This design comes from an exercise in tuning for small area on the open sky130 flow, not from production work. Only simulation tests tie the RTL to the original design; equivalence was not proved. The flow treats the clock pin as an ideal source. Dropping or thinning the clock tree relies on that and would not hold on a real chip.

==> module testcounter, before the edit <==
module testcounter(clk,rst,sw1,sw2,sw3,sw4,teststart,teststop1,teststop2,
                   teststop3,teststop4,led,clkout);
  input clk;
  input rst;
  input sw1;
  input sw2;
  input sw3;
  input sw4;
  output [4:0] led;
  output teststart;
  output teststop1;
  output teststop2;
  output teststop3;
  output teststop4;
  output clkout;
  localparam [11:0] DB_RST  = 12'h1b7;
  localparam [11:0] DB_LOAD = 12'h275;
  reg [11:0] q1;
  reg [11:0] q2;
  wire [11:0] shift1 = q1 ^ DB_RST;
  wire [11:0] shift2 = q2 ^ DB_RST;
  wire z1 = ~|shift1[10:0];
  wire z2 = ~|shift2[10:0];
  wire fb1 = (shift1[11] ^ shift1[7] ^ shift1[1] ^ shift1[0]) & ~z1;
  wire fb2 = (shift2[11] ^ shift2[7] ^ shift2[1] ^ shift2[0]) & ~z2;
  wire sw3_sync = shift1[11] & z1;
  wire sw2_sync = shift2[11] & z2;
  always @(posedge clk or posedge rst)
    if (rst)       q1 <= 12'd0;
    else if (~sw3) q1 <= DB_LOAD ^ DB_RST;
    else           q1 <= {shift1[10:0], fb1} ^ DB_RST;
  always @(posedge clk or posedge rst)
    if (rst)       q2 <= 12'd0;
    else if (~sw2) q2 <= DB_LOAD ^ DB_RST;
    else           q2 <= {shift2[10:0], fb2} ^ DB_RST;
  reg trig_pulse;
  reg qm;   
  reg qb;                           
  reg [21:0] test1;
  wire bump = ~trig_pulse & qm & qb & ~test1[20];
  wire [17:0] lo_nx = {1'b0, test1[16:0]} + {17'd0, ~(test1[21] & test1[20])};
  always @(posedge clk or posedge rst)
    if (rst) test1 <= 22'd0;
    else if (trig_pulse) begin
      test1[16:0]  <= 17'd0;
      test1[21:17] <= (qm & qb) ? test1[21:17] : 5'd0;
    end else begin
      test1[16:0]  <= lo_nx[16:0];
      test1[21:17] <= test1[21:17] + {4'd0, lo_nx[17] | bump};
    end
  wire [4:0] hi = qm ? 5'd0 : test1[21:17];
  wire [21:0] t = {hi, test1[16:0]};
  wire time_5sec = test1[16] & test1[15];
  reg [2:0] ctl_nx;
  always @(*)
    case ({trig_pulse, qm, qb})
      3'b001:  ctl_nx = sw4 ? 3'b100 : 3'b101;            
      3'b010:  ctl_nx = time_5sec ? 3'b011 : 3'b010;      
      3'b011:  ctl_nx = test1[20] ? 3'b110 : 3'b111;      
      3'b101, 3'b111: ctl_nx = 3'b010;                    
      default: ctl_nx = sw3_sync ? 3'b001 : 3'b000;       
    endcase
  always @(posedge clk or posedge rst)
    if (rst) begin
      trig_pulse <= 1'b0;
      qm <= 1'b0;
      qb <= 1'b0;
    end else begin
      trig_pulse <= ctl_nx[2];
      qm <= ctl_nx[1];
      qb <= ctl_nx[0];
    end
  reg [2:0] cnt;
  always @(negedge clk or posedge rst)
    if (rst)             cnt <= 3'd0;
    else if (cnt == 3'd5) cnt <= 3'd0;
    else if (sw2_sync)   cnt <= cnt + 3'd1;
  reg [21:0] value;
  always @(*)
    case ({~sw1, cnt})
      4'd0:  value = 22'd25;
      4'd1:  value = 22'd125;
      4'd2:  value = 22'd250;
      4'd3:  value = 22'd1250;
      4'd4:  value = 22'd2250;
      4'd8:  value = 22'd25000;
      4'd9:  value = 22'd125000;
      4'd10: value = 22'd250000;
      4'd11: value = 22'd1250000;
      4'd12: value = 22'd2250000;
      default: value = 22'd25;
    endcase
  reg teststart1;
  reg teststop;
  wire [21:0] start_pt = teststart1 ? 22'd90 : 22'd80;
  wire [21:0] stop_pt  = value + (teststop ? 22'd90 : 22'd80);
  always @(negedge clk or posedge rst)
    if (rst) teststart1 <= 1'b0;
    else     teststart1 <= teststart1 ^ (t == start_pt);
  always @(negedge clk or posedge rst)
    if (rst) teststop <= 1'b0;
    else     teststop <= teststop ^ (t == stop_pt);
  assign clkout    = trig_pulse;
  assign teststart = teststart1;
  assign teststop1 = teststop;
  assign teststop2 = teststop;
  assign teststop3 = teststop;
  assign teststop4 = teststop;
  wire blank = ~trig_pulse & qm & test1[14];
  assign led[0] = ((cnt == 3'd0) | (cnt == 3'd5)) & ~blank;
  assign led[1] = (cnt == 3'd1) & ~blank;
  assign led[2] = (cnt == 3'd2) & ~blank;
  assign led[3] = (cnt == 3'd3) & ~blank;
  assign led[4] = (cnt == 3'd4) & ~blank;
endmodule
clock: 20.0 ns
lec_check: 0
cap_margin: 20
core_margin: 2
core_utilization: 80
place_density: 0.9
slew_margin: 20
standard.sh (not shown) runs the stock make flow with config.mk's settings and CLKGATE_MAP_FILE= SYNTH_SCRIPT=/design/flow/synth_recipe.tcl, a recipe that flattens the netlist after the stock synthesis.
==> flow/flow/run.sh <==
#!/bin/bash
# Layout flow:
#  1. the standard synthesis (standard.sh synth);
#  2. a second run of the same ORFS synthesis script in a separate folder,
#     without the adder-extraction step and with an area-oriented ABC script;
#     used only if its flip-flops are exactly the standard synthesis's
#     (same instance names and cells);
#  3. the combinational gates of each netlist mapped again with several ABC
#     scripts, flip-flops left as they are, then the smallest result mapped
#     again with a few more; the smallest result is kept;
#  4. the standard ORFS floorplan and placement, with minimum-size port buffers;
#  5. ORFS's CTS step with TritonCTS replaced by a small clock tree: the clock
#     port drives a few clock buffers, each driving one cluster of flip-flops;
#  6. the standard ORFS flow from global routing to finish.
# Each tool's output goes to a log_*.txt file in the work folder.
set -euo pipefail
W=$(pwd)
F=$W/flow
R=$W/orfs/results/$FLOW_PLATFORM/testcounter/base
LIB=$FLOW_HOME/platforms/$FLOW_PLATFORM/lib/sky130_fd_sc_hd__tt_025C_1v80.lib
YOSYS=$(command -v yosys || echo "$FLOW_HOME/../tools/install/yosys/bin/yosys")
KNOBS=("BUFFER_PORTS_ARGS=-buffer_cell sky130_fd_sc_hd__buf_1")

bash standard.sh synth > $W/log_synth_std.txt 2>&1
cp $R/1_2_yosys.v $W/synth_std.v

# alternative synthesis
rm -rf $W/scripts_syn $W/orfs_alt
cp -r $FLOW_HOME/scripts $W/scripts_syn
cp $F/synth_area.abc $W/scripts_syn/abc_area.script
( make -C $FLOW_HOME DESIGN_CONFIG=$W/config.mk WORK_HOME=$W/orfs_alt SYNTH_SCRIPT=$W/synth_recipe.tcl \
    SCRIPTS_DIR=$W/scripts_syn ABC_AREA=1 ADDER_MAP_FILE= CLKGATE_MAP_FILE= \
    $W/orfs_alt/results/$FLOW_PLATFORM/testcounter/base/1_2_yosys.v > $W/log_synth_alt.txt 2>&1 || true )
INPUTS=(std)
ALT=$W/orfs_alt/results/$FLOW_PLATFORM/testcounter/base/1_2_yosys.v
if [[ -f $ALT ]]; then
  cp $ALT $W/synth_alt.v
  python3 $F/ffcheck.py $W/synth_std.v $W/synth_alt.v > $W/log_ffcheck_alt.txt 2>&1 || true
  if grep -qx same $W/log_ffcheck_alt.txt; then INPUTS+=(alt); fi
fi

python3 $F/gencells.py $LIB > $W/cellfuncs.v 2> $W/log_gencells.txt
export REMAP_LIB=$LIB REMAP_TOP=$FLOW_TOP REMAP_CELLS=$W/cellfuncs.v
export REMAP_DONT_USE="$(sed -n '/DONT_USE_CELLS/,/^$/p' $FLOW_HOME/platforms/$FLOW_PLATFORM/config.mk | grep -o 'sky130_fd_sc_hd__[a-z0-9_]*' | tr '\n' ' ')"
remap_one() {  # remap_one INPUT SCRIPT
  local n=${1}_$(basename $2 .abc)
  REMAP_IN=$W/synth_$1.v REMAP_ABC=$2 REMAP_STAT=$W/remap_stat_$n.txt REMAP_OUT=$W/synth_remap_$n.v \
    $YOSYS -c $F/remap.tcl > $W/log_remap_$n.txt 2>&1 || true
}
export -f remap_one
export W F YOSYS
for I in "${INPUTS[@]}"; do for A in $F/abc*.abc; do echo "$I $A"; done; done | \
  xargs -P ${NUM_CORES:-4} -L 1 bash -c 'remap_one $0 $1'
pick_best() {  # sets best/bestarea from the remap_stat_*.txt files
  best=""; bestarea=""
  for f in $W/remap_stat_*.txt; do
    n=$(basename $f .txt); n=${n#remap_stat_}
    a=$(grep -h "Chip area" $f 2>/dev/null | awk '{print $NF}' || true)
    [[ -n "$a" && -f $W/synth_remap_$n.v ]] || continue
    s=$(python3 $F/ffcheck.py $W/synth_std.v $W/synth_remap_$n.v)
    [[ "$s" == same ]] || continue
    if [[ -z "$bestarea" ]] || awk "BEGIN{exit !($a < $bestarea)}"; then best=$n; bestarea=$a; fi
  done
}
pick_best
echo "remap: inputs ${INPUTS[*]}; best $best area $bestarea" > $W/log_remap_choice.txt
# second round: the best netlist mapped again with other ABC seeds
if [[ -n "$best" ]]; then
  cp $W/synth_remap_$best.v $W/synth_r1.v
  for A in $F/again_*.abc; do echo "r1 $A"; done | xargs -P ${NUM_CORES:-4} -L 1 bash -c 'remap_one $0 $1'
  pick_best
  echo "round 2: best $best area $bestarea" >> $W/log_remap_choice.txt
fi
if [[ -n "$best" ]]; then cp $W/synth_remap_$best.v $R/1_2_yosys.v; touch $R/1_2_yosys.v; fi

bash standard.sh "${KNOBS[@]}" place > $W/log_place.txt 2>&1

# CTS step with the manual clock tree in place of clock_tree_synthesis
rm -rf $W/scripts_cts
cp -r $FLOW_HOME/scripts $W/scripts_cts
sed -i 's|^log_cmd clock_tree_synthesis {\*}$cts_args$|source $::env(MANUAL_CTS_TCL)\nset_propagated_clock [all_clocks]|' $W/scripts_cts/cts.tcl
grep -q MANUAL_CTS_TCL $W/scripts_cts/cts.tcl
export MANUAL_CTS_TCL=$F/clocktree.tcl CLKNET_NAME=clk
export CLKBUF_CELL=${CLKBUF_CELL:-sky130_fd_sc_hd__clkbuf_8} CLKBUF_N=${CLKBUF_N:-4}
bash standard.sh "${KNOBS[@]}" SCRIPTS_DIR=$W/scripts_cts do-4_1_cts do-4_cts > $W/log_cts.txt 2>&1

bash standard.sh "${KNOBS[@]}" finish > $W/log_finish.txt 2>&1
Other scripts of this flow, unchanged in this note and not shown: flow/flow/abc1.abc, flow/flow/abc3.abc, flow/flow/abc4.abc, flow/flow/abc5.abc, flow/flow/abc6.abc, flow/flow/abc7.abc, flow/flow/abc8.abc, flow/flow/again_23.abc, flow/flow/again_24.abc, flow/flow/again_25.abc, flow/flow/again_26.abc, flow/flow/clocktree.tcl, flow/flow/ffcheck.py, flow/flow/gencells.py, flow/flow/remap.tcl, flow/flow/synth_area.abc
Rerun with:
--- a/flow/design.v
+++ b/flow/design.v
@@ -14,26 +14,27 @@
   output teststop4;
   output clkout;
   localparam [11:0] DB_RST  = 12'h1b7;
   localparam [11:0] DB_LOAD = 12'h275;
+  localparam [11:0] DB_MASK = 12'h555;
   reg [11:0] q1;
   reg [11:0] q2;
-  wire [11:0] shift1 = q1 ^ DB_RST;
-  wire [11:0] shift2 = q2 ^ DB_RST;
+  wire [11:0] shift1 = q1 ^ DB_MASK;
+  wire [11:0] shift2 = q2 ^ DB_MASK;
   wire z1 = ~|shift1[10:0];
   wire z2 = ~|shift2[10:0];
   wire fb1 = (shift1[11] ^ shift1[7] ^ shift1[1] ^ shift1[0]) & ~z1;
   wire fb2 = (shift2[11] ^ shift2[7] ^ shift2[1] ^ shift2[0]) & ~z2;
   wire sw3_sync = shift1[11] & z1;
   wire sw2_sync = shift2[11] & z2;
   always @(posedge clk or posedge rst)
-    if (rst)       q1 <= 12'd0;
-    else if (~sw3) q1 <= DB_LOAD ^ DB_RST;
-    else           q1 <= {shift1[10:0], fb1} ^ DB_RST;
+    if (rst)       q1 <= DB_RST ^ DB_MASK;
+    else if (~sw3) q1 <= DB_LOAD ^ DB_MASK;
+    else           q1 <= {shift1[10:0], fb1} ^ DB_MASK;
   always @(posedge clk or posedge rst)
-    if (rst)       q2 <= 12'd0;
-    else if (~sw2) q2 <= DB_LOAD ^ DB_RST;
-    else           q2 <= {shift2[10:0], fb2} ^ DB_RST;
+    if (rst)       q2 <= DB_RST ^ DB_MASK;
+    else if (~sw2) q2 <= DB_LOAD ^ DB_MASK;
+    else           q2 <= {shift2[10:0], fb2} ^ DB_MASK;
   reg trig_pulse;
   reg qm;   
   reg qb;                           
   reg [21:0] test1;
Area after synthesis falls by 0.87%.
Clock skew rose by 22 ps.
Flip-flop and latch count is unchanged.
Wire length grows by 1.9%.
Synthesized cell count shrinks by 1.3%.
First-iteration DRC count goes up by 88%.
Worst hold slack degrades by 42 ps.
Register-to-register slack is worse by 150 ps.
In every run of this note, the design's own scripts or RTL, not TritonCTS, make the clock network.
